Source: an optimization exercise on an open RTL-to-GDS flow (aim: small area). Production flows keep margins and buffers that such runs may drop. In this exercise RTL edits were held to simulation tests only and were not proved equivalent to the original. Power and IR drop assume default switching activity.

== build 40 ==
Design rcp, start of the top module:
module rcp
    #(parameter DATA_WIDTH = 64,
      parameter CTRL_WIDTH=DATA_WIDTH/8,
      parameter UDP_REG_SRC_WIDTH = 2)
   ( 
    output   [DATA_WIDTH-1:0]        out_data,
    output   [CTRL_WIDTH-1:0]        out_ctrl,
    output                              out_wr,
    input                               out_rdy,
    input  [DATA_WIDTH-1:0]            in_data,
    input  [CTRL_WIDTH-1:0]            in_ctrl,
    input                              in_wr,
    output                             in_rdy,
    input                              reg_req_in,
    input                              reg_ack_in,
    input                              reg_rd_wr_L_in,
    input  [23-1:0]   reg_addr_in,
    input  [32-1:0]  reg_data_in,
    input  [UDP_REG_SRC_WIDTH-1:0]     reg_src_in,
    output                             reg_req_out,
    output                             reg_ack_out,
    output                             reg_rd_wr_L_out,
    output  [23-1:0]  reg_addr_out,
    output  [32-1:0] reg_data_out,
    output  [UDP_REG_SRC_WIDTH-1:0]    reg_src_out,
    input                              clk,
    input                              reset);
==> flow/config.mk <==
export PLATFORM = sky130hd
export DESIGN_NAME = rcp
export DESIGN_NICKNAME = rcp
export VERILOG_FILES = /design/flow/design.v
export SDC_FILE = /design/flow/constraint.sdc
export NUM_CORES = 4
export LEC_CHECK = 0
export CAP_MARGIN = 20
export CORE_MARGIN = 2
export CORE_UTILIZATION = 40
export CTS_BUF_LIST = sky130_fd_sc_hd__clkbuf_8
export CTS_CLUSTER_SIZE = 20
export SLEW_MARGIN = 20
==> flow/constraint.sdc <==
create_clock -name core_clock -period 8.0 [get_ports {clk}]
set_input_delay 1.6000 -clock core_clock [delete_from_list [all_inputs] [get_ports {clk}]]
set_output_delay 1.6000 -clock core_clock [all_outputs]
set_load 0.01 [all_outputs]
run.sh (not shown) runs the stock make flow with config.mk's settings and CLKGATE_MAP_FILE= SYNTH_SCRIPT=/design/flow/synth_recipe.tcl, a recipe that flattens the netlist after the stock synthesis.
diff inputs: build 40 => build 43
diff --git a/flow/config.mk b/flow/config.mk
--- a/flow/config.mk
+++ b/flow/config.mk
@@ -10,4 +10,2 @@
 export CORE_UTILIZATION = 40
-export CTS_BUF_LIST = sky130_fd_sc_hd__clkbuf_8
-export CTS_CLUSTER_SIZE = 20
 export SLEW_MARGIN = 20
In summary, build 43 completed successfully, with a layout that passed the timing, design-rule and antenna checks. Changes observed in build 43 relative to build 40: routed wire length decreased 1.7 mm; non-filler instance count after layout shrank by 1.8%; worst IR drop on VDD increased about 30%; count of cells along the worst register-to-register path down 1; post-route worst setup slack essentially unchanged. Looking at logic gate share of total power across build 40 and build 43, the one that comes out lower is build 43. Build 43 ended with more first-pass detailed-route iteration total than build 40.
diff inputs: build 43 => build 2
diff --git a/flow/config.mk b/flow/config.mk
--- a/flow/config.mk
+++ b/flow/config.mk
@@ -10,2 +10,5 @@
 export CORE_UTILIZATION = 40
+export CTS_BUF_LIST = sky130_fd_sc_hd__clkbuf_16
+export CTS_CLUSTER_DIAMETER = 120
+export CTS_CLUSTER_SIZE = 24
 export SLEW_MARGIN = 20
Results
- No stage failed in build 2, and the final checks on the layout all came back clean.
- Non-clock buffer contribution to total cell area in build 2 is 0.21 points above build 43.
- The global-route wire length before repair in build 2 was lower than what build 43 gave.
- Of build 2 and build 43, it is build 2 that has the lower leakage power summed over all cells.
- Switching power as a share of total power for build 2 is higher than for build 43.


rcp, a different RTL version from the one above (not shown whole).
Size: ~5100 cells after synthesis, ~1400 flip-flops, about 0.061 mm^2 of cells after synthesis.
Settings: LEC_CHECK=0, CAP_MARGIN=5, CORE_MARGIN=2, CORE_UTILIZATION=55, CTS_BUF_LIST=sky130_fd_sc_hd__clkbuf_16, CTS_CLUSTER_DIAMETER=120, CTS_CLUSTER_SIZE=24, SLEW_MARGIN=5; clock period 8.0 ns.
The first run produced a clean layout.
Next try:
CAP_MARGIN = 20   (was 5)
CORE_UTILIZATION = 40   (was 55)
SLEW_MARGIN = 20   (was 5)
Outcome:
- The new run passed the timing, design-rule and antenna checks
- combinational power climbs by about 2%
- global-route usage drops by 8.7 points
- power went up by 1.1%
- design area climbs by 1.2%
- setup slack improves by 0.13 ns
- clock skew hardly moves
- sequential power hardly moves


## try-onyx
rcp again, from the RTL that the note above started with.
Settings: LEC_CHECK=0, CAP_MARGIN=20, CORE_MARGIN=2, CORE_UTILIZATION=40, CTS_BUF_LIST=sky130_fd_sc_hd__clkbuf_16, CTS_CLUSTER_DIAMETER=120, CTS_CLUSTER_SIZE=28, SLEW_MARGIN=20; clock period 8.0 ns.
standard.sh (not shown) runs the stock make flow with config.mk's settings and CLKGATE_MAP_FILE= SYNTH_SCRIPT=/design/flow/synth_recipe.tcl, a recipe that flattens the netlist after the stock synthesis.
==> flow/flow/run.sh <==
#!/bin/bash
# The standard layout (bash standard.sh, unchanged synthesis and steps),
# with one change: buffer_ports uses the smallest buffer cell, buf_1, for the
# buffer on every input and output port. The make output goes to
# standard_make.log here; ORFS writes each step's log under orfs/logs/.
set -uo pipefail
bash standard.sh "BUFFER_PORTS_ARGS=-buffer_cell sky130_fd_sc_hd__buf_1" finish \
  > standard_make.log 2>&1
status=$?
tail -n 20 standard_make.log
exit $status
In summary, try-onyx completed successfully, with a layout that passed the timing, design-rule and antenna checks.
Edits applied to the flow inputs when going from try-onyx to try-harbor:
- swapping 120 for 100 in CTS_CLUSTER_DIAMETER
- swapping 28 for 30 in CTS_CLUSTER_SIZE
- swapping 40 for 55 in CORE_UTILIZATION
--- outcome ---
try-harbor: full flow OK, the timing, design-rule and antenna checks passed
Going from try-onyx to try-harbor, the die area was shrunk.
Fmax down 0.80 MHz in try-harbor wrt try-onyx
Delta(combinational power, try-harbor - try-onyx) < 0
Wire: try-harbor routes less than try-onyx
Going from try-onyx to try-harbor, number of input and output port buffers inserted neither gained nor lost much, length in cells of the worst reg-to-reg path barely changed, post-route cell area saw a decrease, number of vias in the routed layout -396.
Sort try-harbor and try-onyx by ratio of final minimum period to clock period, descending, and try-harbor comes first.
In try-harbor the clock buffer count from CTS turned out 5.3% lower than in try-onyx.
Going from try-onyx to try-harbor, total of clock buffers placed in the layout shrank by a few percent.
> inputs changed (try-harbor -> try-ember)
- CORE_UTILIZATION now 40, was 55
- CTS_CLUSTER_DIAMETER now 120, was 100
- CTS_CLUSTER_SIZE now 24, was 30
[summary]
Final critical-path share of the clock period (higher): try-harbor
Diff try-harbor and try-ember: register-to-register slack lower in try-harbor
Relative to try-harbor, try-ember degrades final total power.
Summary of try-ember over try-harbor: non-clock buffer total of the final layout went up; height of the chip climbed 58 um.
try-ember: post-route cell area higher than try-harbor
try-harbor → try-ember: total met3 wirelength after detailed routing higher, fraction of area in multi-input gates lower.
The following lists how try-maple was set up differently from try-ember:
- CTS_CLUSTER_DIAMETER changed from 120 to 100
- CORE_UTILIZATION changed from 40 to 55
- CTS_CLUSTER_SIZE changed from 24 to 26
==> run summary <==
The register-to-register slack in try-maple was lower than what try-ember gave.
try-maple improves on try-ember in final HPWL from detailed placement.
Routed wire in try-maple totals less than in try-ember.
Compared with try-ember, number of vias in the routed layout in try-maple decreased slightly.


## red
rcp with an RTL version that a note above also has.
For scale: roughly 5500 cells after synthesis.
Settings: LEC_CHECK=0, CAP_MARGIN=20, CORE_MARGIN=2, CORE_UTILIZATION=40, CTS_BUF_LIST=sky130_fd_sc_hd__clkbuf_8, CTS_CLUSTER_SIZE=20, SLEW_MARGIN=20; clock period 8.0 ns.
Scripts as last shown in full above: flow/flow/run.sh
red | stages: all done | timing, DRC, antenna: all pass
--- input diff red..green ---
Settings: CTS_CLUSTER_SIZE: 20 -> 30; CTS_BUF_LIST: sky130_fd_sc_hd__clkbuf_8 -> sky130_fd_sc_hd__clkbuf_16; CTS_CLUSTER_DIAMETER: unset -> 80.
==> flow/run.sh (new file) <==
#!/bin/bash
# synth_recipe.tcl (not shown) runs the flow's synth.tcl, then flattens the netlist and writes it again
# the make line also repeats each setting of config.mk as NAME=value (left out here)
make -C /OpenROAD-flow-scripts/flow DESIGN_CONFIG=/design/flow/config.mk WORK_HOME=/design/flow/orfs CLKGATE_MAP_FILE= SYNTH_SCRIPT=/design/flow/synth_recipe.tcl finish
removed: flow/flow/run.sh
removed: flow/standard.sh
[summary]
green against red: clock latency on the worst-skew pair decreased 0.24 ns; average wire length per cell after detail routing rose by 3.1%; fill cell total of the finished layout shrank by 0.58%. Power density of the placed cells (green over red): decrease, about 6.4%. Changes observed in green relative to red: fraction of area in multi-input gates about even; reported clock group power fell 21%. Between green and red, it is green whose worst max-slew margin expressed relative to the limit is lower, by 9.0 points. In the metrics for green and red, the one carrying the higher proportion of power drawn by the clock network is red. Delta (green minus red): sequential share of layout area held steady, final instance area essentially unchanged, clock-buffer cell count went down by 182.

[port drivers added, routing unchanged]
Ports are ideal in the flow. The routed layouts listed here were re-timed in OpenROAD.
Step 1 sets driving cells, clkbuf_16 on the clock port and buf_2 on the other inputs (assumed; they add their load-dependent delay and slew).
Step 2 times the ports against the registers' clock, not the clock port: input delays grow and output delays shrink by t, the midpoint of the rising clock arrivals with the driver on.
a / b / c = ideal / step 1 / step 2; a / b = the first two.
run | t (ns) | setup WS [ns] | slew at the worst register clock pin (ns) | worst slew at a driven data input, ns | pins driven straight from the clock port
build 40 | 1.052 | 1.222 / 1.222 / 1.222 | 0.07 / 0.07 | 0.15 | 1
build 43 | 0.867 | 1.221 / 1.221 / 1.221 | 0.06 / 0.06 | 0.15 | 1
build 2 | 0.754 | 1.229 / 1.230 / 1.230 | 0.11 / 0.11 | 0.16 | 1
the first run of note 2 | 0.755 | 0.693 / 0.693 / 0.693 | 0.11 / 0.11 | 0.18 | 1
the second run of note 2 | 0.795 | 0.820 / 0.820 / 0.820 | 0.11 / 0.11 | 0.13 | 1
try-onyx | 0.802 | 0.819 / 0.819 / 0.819 | 0.12 / 0.12 | 0.20 | 1
try-harbor | 0.794 | 0.777 / 0.777 / 0.777 | 0.12 / 0.12 | 0.18 | 1
try-ember | 0.786 | 0.828 / 0.828 / 0.828 | 0.11 / 0.11 | 0.20 | 1
try-maple | 0.807 | 0.759 / 0.759 / 0.759 | 0.11 / 0.11 | 0.19 | 1
red | 1.046 | 1.157 / 1.157 / 1.157 | 0.07 / 0.07 | 0.25 | 1
green | 0.802 | 1.211 / 1.211 / 1.211 | 0.12 / 0.12 | 0.16 | 1
After both steps setup and hold are still met in every run listed.
